Background: an optimization exercise with open tools, aiming at small area and a short achievable clock period. Do not read the settings as production practice.
Function was checked by simulation only, so behaviour that the tests miss may differ from the original.

==> config.mk <==
export PLATFORM = sky130hd
export DESIGN_NAME = SYS_CORE
export DESIGN_NICKNAME = SYS_CORE
export VERILOG_FILES = /design/flow/design.v
export SDC_FILE = /design/flow/constraint.sdc
export NUM_CORES = 4
export LEC_CHECK = 0
export CAP_MARGIN = 20
export CORE_MARGIN = 2
export CORE_UTILIZATION = 40
export SLEW_MARGIN = 20
==> constraint.sdc <==
create_clock -name core_clock -period 28.0 [get_ports {CLK}]
set_input_delay 5.6000 -clock core_clock [delete_from_list [all_inputs] [get_ports {CLK}]]
set_output_delay 5.6000 -clock core_clock [all_outputs]
set_load 0.01 [all_outputs]
==> design.v <==
module SYS_CORE (
    input  wire       CLK,
    input  wire       RST,
    input  wire [7:0] RX_P_DATA,
    input  wire       RX_data_valid,
    input  wire       TX_Busy,
    output wire [7:0] TX_P_DATA,
    output wire       TX_DATA_VALID
);
    localparam [3:0] S_IDLE  = 4'd0,
                     S_WADDR = 4'd1,    
                     S_WDATA = 4'd2,    
                     S_RADDR = 4'd3,    
                     S_RWAIT = 4'd4,    
                     S_OPA   = 4'd5,    
                     S_OPB   = 4'd6,    
                     S_FUN   = 4'd7,    
                     S_ARITH = 4'd8,    
                     S_MUL   = 4'd9,
                     S_DIV   = 4'd10,
                     S_SEND  = 4'd11;
    reg  [3:0]  state;
    reg  [3:0]  addr;       
    reg         wp;         
    reg         clr;        
    reg  [3:0]  pos;        
    reg  [7:0]  ring [0:13];
    reg  [7:0]  rf0, rf1;
    reg  [15:0] P;
    wire        rx  = RX_data_valid;
    wire [7:0]  rxd = RX_P_DATA;
    wire [3:0]  f   = rxd[3:0];
    wire        hit = (pos == addr) & ~clr;
    wire        lo_addr = (addr[3:1] == 3'b000);
    wire [7:0]  inj = clr ? 8'h00 : ((wp & hit) ? P[7:0] : ring[0]);
    integer i;
    always @(posedge CLK) begin
        for (i = 0; i < 13; i = i + 1)
            ring[i] <= ring[i+1];
        ring[13] <= inj;
    end
    always @(posedge CLK or negedge RST)
        if (!RST) begin
            pos <= 4'd2;
            clr <= 1'b1;
        end else begin
            pos <= (pos == 4'd15) ? 4'd2 : pos + 4'd1;
            if (pos == 4'd15) clr <= 1'b0;
        end
    always @(posedge CLK or negedge RST)
        if (!RST) begin
            rf0 <= 8'h00;
            rf1 <= 8'h00;
        end else if (rx) begin
            if (state == S_OPA || (state == S_WDATA && addr == 4'd0)) rf0 <= rxd;
            if (state == S_OPB || (state == S_WDATA && addr == 4'd1)) rf1 <= rxd;
        end
    wire [7:0] A = rf0;
    wire [7:0] B = rf1;
    wire        sub = (state == S_DIV) | ((state == S_ARITH) & (addr != 4'd0));
    wire [8:0]  ax  = (state == S_MUL) ? {1'b0, P[15:8]} :
                      (state == S_DIV) ? {P[15:8], P[7]} : {1'b0, P[7:0]};
    wire [7:0]  ay  = (state == S_MUL && !P[0]) ? 8'h00 : B;
    wire [9:0]  sum = {1'b0, ax} + ({2'b00, ay} ^ {10{sub}}) + {9'd0, sub};
    wire        nb  = ~sum[9];              
    wire        eq  = (sum[7:0] == 8'h00);
    wire        last = (addr[2:0] == 3'd7);
    always @(posedge CLK or negedge RST)
        if (!RST) begin
            state <= S_IDLE;
            wp    <= 1'b0;
        end else begin
            if (wp & hit) wp <= 1'b0;
            case (state)
                S_IDLE:
                    if (rx)
                        case (rxd)
                            8'hAA:   state <= S_WADDR;
                            8'hBB:   state <= S_RADDR;
                            8'hCC:   state <= S_OPA;
                            8'hDD:   state <= S_FUN;
                            default: state <= S_IDLE;
                        endcase
                S_WADDR: if (rx) state <= S_WDATA;
                S_WDATA: if (rx) begin
                             state <= S_IDLE;
                             if (!lo_addr) wp <= 1'b1;
                         end
                S_RADDR: if (rx) state <= S_RWAIT;
                S_RWAIT: if (lo_addr | hit) state <= S_SEND;
                S_OPA:   if (rx) state <= S_OPB;
                S_OPB:   if (rx) state <= S_FUN;
                S_FUN:   if (rx)
                             case (f)
                                 4'd0, 4'd1, 4'd9, 4'd10, 4'd11: state <= S_ARITH;
                                 4'd2:    state <= S_MUL;
                                 4'd3:    state <= S_DIV;
                                 default: state <= S_SEND;
                             endcase
                S_ARITH: state <= S_SEND;
                S_MUL:   if (last) state <= S_SEND;
                S_DIV:   if (last) state <= S_SEND;
                S_SEND:  if (!TX_Busy && P[15:8] == 8'h00) state <= S_IDLE;
                default: state <= S_IDLE;
            endcase
        end
    always @(posedge CLK) begin
        case (state)
            S_WADDR, S_RADDR: if (rx) addr <= rxd[3:0];
            S_FUN:            if (rx) addr <= (f[3:1] == 3'b001) ? 4'd0 : f;
            S_MUL, S_DIV:     addr <= addr + 4'd1;
            default: ;
        endcase
    end
    always @(posedge CLK) begin
        case (state)
            S_WDATA: if (rx) P[7:0] <= rxd;
            S_RWAIT:
                if (lo_addr)
                    P <= {8'h00, addr[0] ? B : A};
                else if (hit)
                    P <= {8'h00, ring[0]};
            S_FUN:
                if (rx)
                    case (f)
                        4'd4:    P <= {8'h00, A & B};
                        4'd5:    P <= {8'h00, A | B};
                        4'd6:    P <= {8'hFF, ~(A & B)};
                        4'd7:    P <= {8'hFF, ~(A | B)};
                        4'd8:    P <= 16'h0000;
                        4'd12:   P <= {9'h000, A[7:1]};
                        4'd13:   P <= {7'h00, A, 1'b0};
                        4'd14:   P <= {9'h000, B[7:1]};
                        4'd15:   P <= {7'h00, B, 1'b0};
                        default: P <= {8'h00, A};
                    endcase
            S_ARITH:
                case (addr)
                    4'd0:    P <= {7'h00, sum[8:0]};
                    4'd9:    P <= {15'h0000, eq};
                    4'd10:   P <= {14'h0000, nb & ~eq, 1'b0};
                    4'd11:   P <= {14'h0000, ~nb, ~nb};
                    default: P <= {{8{~nb}}, sum[7:0]};
                endcase
            S_MUL: P <= {sum[8:0], P[7:1]};
            S_DIV:
                if (nb)
                    P <= {last ? 8'h00 : sum[7:0], P[6:0], 1'b1};
                else
                    P <= {last ? 8'h00 : ax[7:0], P[6:0], 1'b0};
            S_SEND: if (!TX_Busy) P <= {8'h00, P[15:8]};
            default: ;
        endcase
    end
    assign TX_P_DATA     = P[7:0];
    assign TX_DATA_VALID = (state == S_SEND) & ~TX_Busy;
endmodule
==> run.sh <==
#!/bin/bash
# synth_recipe.tcl (not shown) runs the flow's synth.tcl, then flattens the netlist and writes it again
# the make line also repeats each setting of config.mk as NAME=value (left out here)
make -C /OpenROAD-flow-scripts/flow DESIGN_CONFIG=/design/flow/config.mk WORK_HOME=/design/flow/orfs CLKGATE_MAP_FILE= SYNTH_SCRIPT=/design/flow/synth_recipe.tcl finish
==> metrics.yaml <==
yosys:
  ys_seq_elements: 158
  avgSynthCellArea_um2: 10.0
  netlist_area_um2: 6960
  ys_top_cells_by_count: "dfxtp_1 (112), nor2_1 (65), nand2_1 (61), o21ai_0 (43), a21oi_1 (42)"
  async_flop_share_pct: 16.5
  synth_top_cell_area_share_pct: 32.2
  netlist_instances: 695
  synth.most_common_cell: "dfxtp_1"
  synth_edf_count: 20
  netlist_top_cells_area: "dfxtp_1 (32%), dfrtp_1 (8.6%), edfxtp_1 (8.6%)"
  synth_fp_nets: 722
  yosys_warnings: 2
  synth_top_cell_by_area: "dfxtp_1"
  ys.flop_type: "dfxtp_1"
  seq_area_frac_synth_pct: 50.3
  synth_cell_types: 73
worst_setup_path:
  path_buf_inv: 2
  reg2reg_to: "P[7]"
  r2r_slack_ns: 22.99
  crit_required_ns: 22.40
  path_cells: "clkdlybuf4s50_1 -> nor3_1 -> clkdlybuf4s50_1"
  cpMostUsedCell: "clkdlybuf4s50_1"
  crit_end: "TX_DATA_VALID"
  crit_type: "input pin to output pin"
  crit_family: "buffers and inverters"
  cp-end-kind: "output pin"
  cp_max_fo: 3
  slowest_delay_ns: 0.58
  worstSetupStartpoint: "TX_Busy"
  cp_slowest_cell: "clkdlybuf4s50_1"
  crit_arrival_ns: 6.86
  reg2reg_from: "state[2]"
  worst-path-stages: 3
  reg2reg_depth: 12
  start_kind: "input pin"
place:
  port_buffers: 20
  place_congestion: 0.938
  pre_cts_slack_ns: 15.55
  dp_hpwl_um: 13300
cells_and_area:
  regArea_um2: 3500
  areaGrowthSynthToFinish_pct: 12.7
  nFillCells: 1643
  diodes: 0
  drive_gt1_share_pct: 11.6
  layout.nets: 719
  multi_input_area_um2: 3180
clocking:
  insertion_delay_ns: 0.44
  tritoncts: "yes"
  cts_root_buf: "clkbuf_16"
  clock_sinks: 158
  cts_buffers: 17
  cts.hold.buffers_added: 0
  cts_resized: 0
  h-tree-depth: 4
  clockBufferDepth: 2
  postCtsSetupBuffers: 0
  clkTransAtPathRegs_ns: 0.06
timing:
  fin_crit_ns: 12.46
  timing.hold.ws_ns: 0.324
  final-setup-viol-count: 0
  finalHoldViolCount: 0
  maxSlewViolCount: 0
  fin_crit_sh_pct: 44.5
  fin_tns_setup_ns: 0
  rsz0062_at_grt: "false"
  setup_slack_ns: 15.54
  max_freq_ghz: 0.0802
  tightest_slew_ns: 1.09
  clock_skew_ns: 0.0163
  slew-limit-headroom_pct: 27.3
route:
  drt_iter0_markers: 607
  firstDrtPassIters: 5
  wl_per_cell_um: 20.1
  num_vias: 5406
  drtAntennaViolNets: 0
  post_drt_via_cell_ratio: 5.81
  drc: 0
  drt_wl_total_um: 18700
die:
  start_util_pct: 40.5
  rows: 48
  core-area_um2: 17200
  die_y_um: 136
  io_pins: 21
  die_x_um: 136
  dieArea_um2: 18500
job:
  max_cap_violations: 0
global_route:
  grt_max_degree: 41
  grt_overflow_total: 0
  grt.total_usage_pct: 21.1
  grt_pass1_wl_um: 29000
  antenna_found_initial: 0
  grt_pass1_vias: 5075
status:
  outcome: "no timing/DRC/antenna violations"
min_path:
  whs_path_depth: 0
  hp-class: "register to register"
[sequential cells by signal (all words and copies together) (netlist names)]
name   cells
P         16
addr       4
clr        1
pos        4
rf0        8
rf1        8
ring     112
state      4
wp         1
[metrics by stage]
| stage | instance area, um^2 | util, % | cells |
|---|---|---|---|
| floorplan | 6960 | - | 695 |
| global placement | 7250 | 42.2 | 898 |
| detailed placement | 7250 | 42.2 | 898 |
| CTS | 7840 | 45.7 | 930 |
| global route | 7840 | 45.7 | 930 |
| finish | 7840 | 45.7 | 930 |
[per-layer routing]
layer	up-vias	GRT usage, %	share of wire (%)
met5	-	0	0
li1	2504	-	-
met2	218	32.2	45
met3	41	4.06	6.3
met4	0	9.32	3.2
met1	2643	29.2	46
[cell usage in the layout, fill, tap and decap left out, types with 4 or more instances in the layout]
master / Yosys / routed
dfxtp_1: 112 / 112
nor2_1: 65 / 65
nand2_1: 61 / 61
o21ai_0: 43 / 43
a21oi_1: 42 / 42
mux2i_1: 28 / 28
mux2_2: 24 / 24
dfrtp_1: 24 / 24
edfxtp_1: 20 / 20
clkdlybuf4s50_1: 0 / 20
xnor2_1: 17 / 17
clkbuf_16: 0 / 17
nand3_1: 15 / 15
nor3_1: 15 / 15
inv_1: 14 / 14
ha_1: 14 / 14
o211ai_1: 11 / 11
a31oi_1: 10 / 10
o22ai_1: 10 / 10
a22oi_1: 9 / 9
nor2b_1: 7 / 7
nand2b_1: 7 / 7
o221ai_1: 7 / 7
xor2_1: 6 / 6
inv_8: 0 / 6
o311ai_0: 5 / 5
or2_2: 5 / 5
o21a_1: 5 / 5
buf_4: 8 / 5
a211oi_1: 4 / 4
nor4_1: 4 / 4
o21bai_1: 4 / 4
nand4_1: 4 / 4
[worst min-delay path by stage]
stage                      from     endpoint  slack (ns)
floorplan            ring[1][0]   ring[0][0]        0.31
global placement     ring[1][5]   ring[0][5]        0.31
detailed placement   ring[2][0]   ring[1][0]        0.31
CTS                 ring[11][6]  ring[10][6]        0.32
global route         ring[4][0]   ring[3][0]        0.33
finish              ring[11][6]  ring[10][6]        0.32
[cell type report]
type	instances	share of cell area (%)
clock buffer	17	5.43
multi-input combinational	475	40.5
tap	225	3.59
clock inverter	15	2.11
sequential	158	44.6
timing repair buffer	25	3.03
inverter	15	0.718
[cells by family after synthesis]
group / after synthesis / share of synthesized area [%]
adder cells (fa/ha/maj): 18 / 3.24
XOR/XNOR: 24 / 3.13
buffers and inverters: 62 / 4.03
AO/OA/AOI/OAI: 174 / 16.7
AND/OR/NAND/NOR: 204 / 13.8
multiplexers: 55 / 8.89
flip-flops: 158 / 50.3

==> what the ideal ports hide <==
Ports are ideal in the flow. The routed layout listed here was re-timed in OpenROAD. Step 1 assumes that a clkbuf_16 drives the clock port and a buf_2 every other input. Step 2 adds t to the input delays and takes it off the output delays; t is the mean of the earliest and latest rising clock arrival at the registers after step 1. Input paths then give back, and output paths get back, about the clock's delay inside the block. Slacks: ideal / step 1 / step 2; pairs: ideal / step 1.
t, ns: 0.470
setup WS [ns]: 15.535 / 15.514 / 15.514
worst register clock-pin slew, ns: 0.08 / 0.08
After both steps this run still meets setup and hold. For this run, drivers alone change the setup slack by -0.021 ns; drivers and shift together by -0.021 ns.
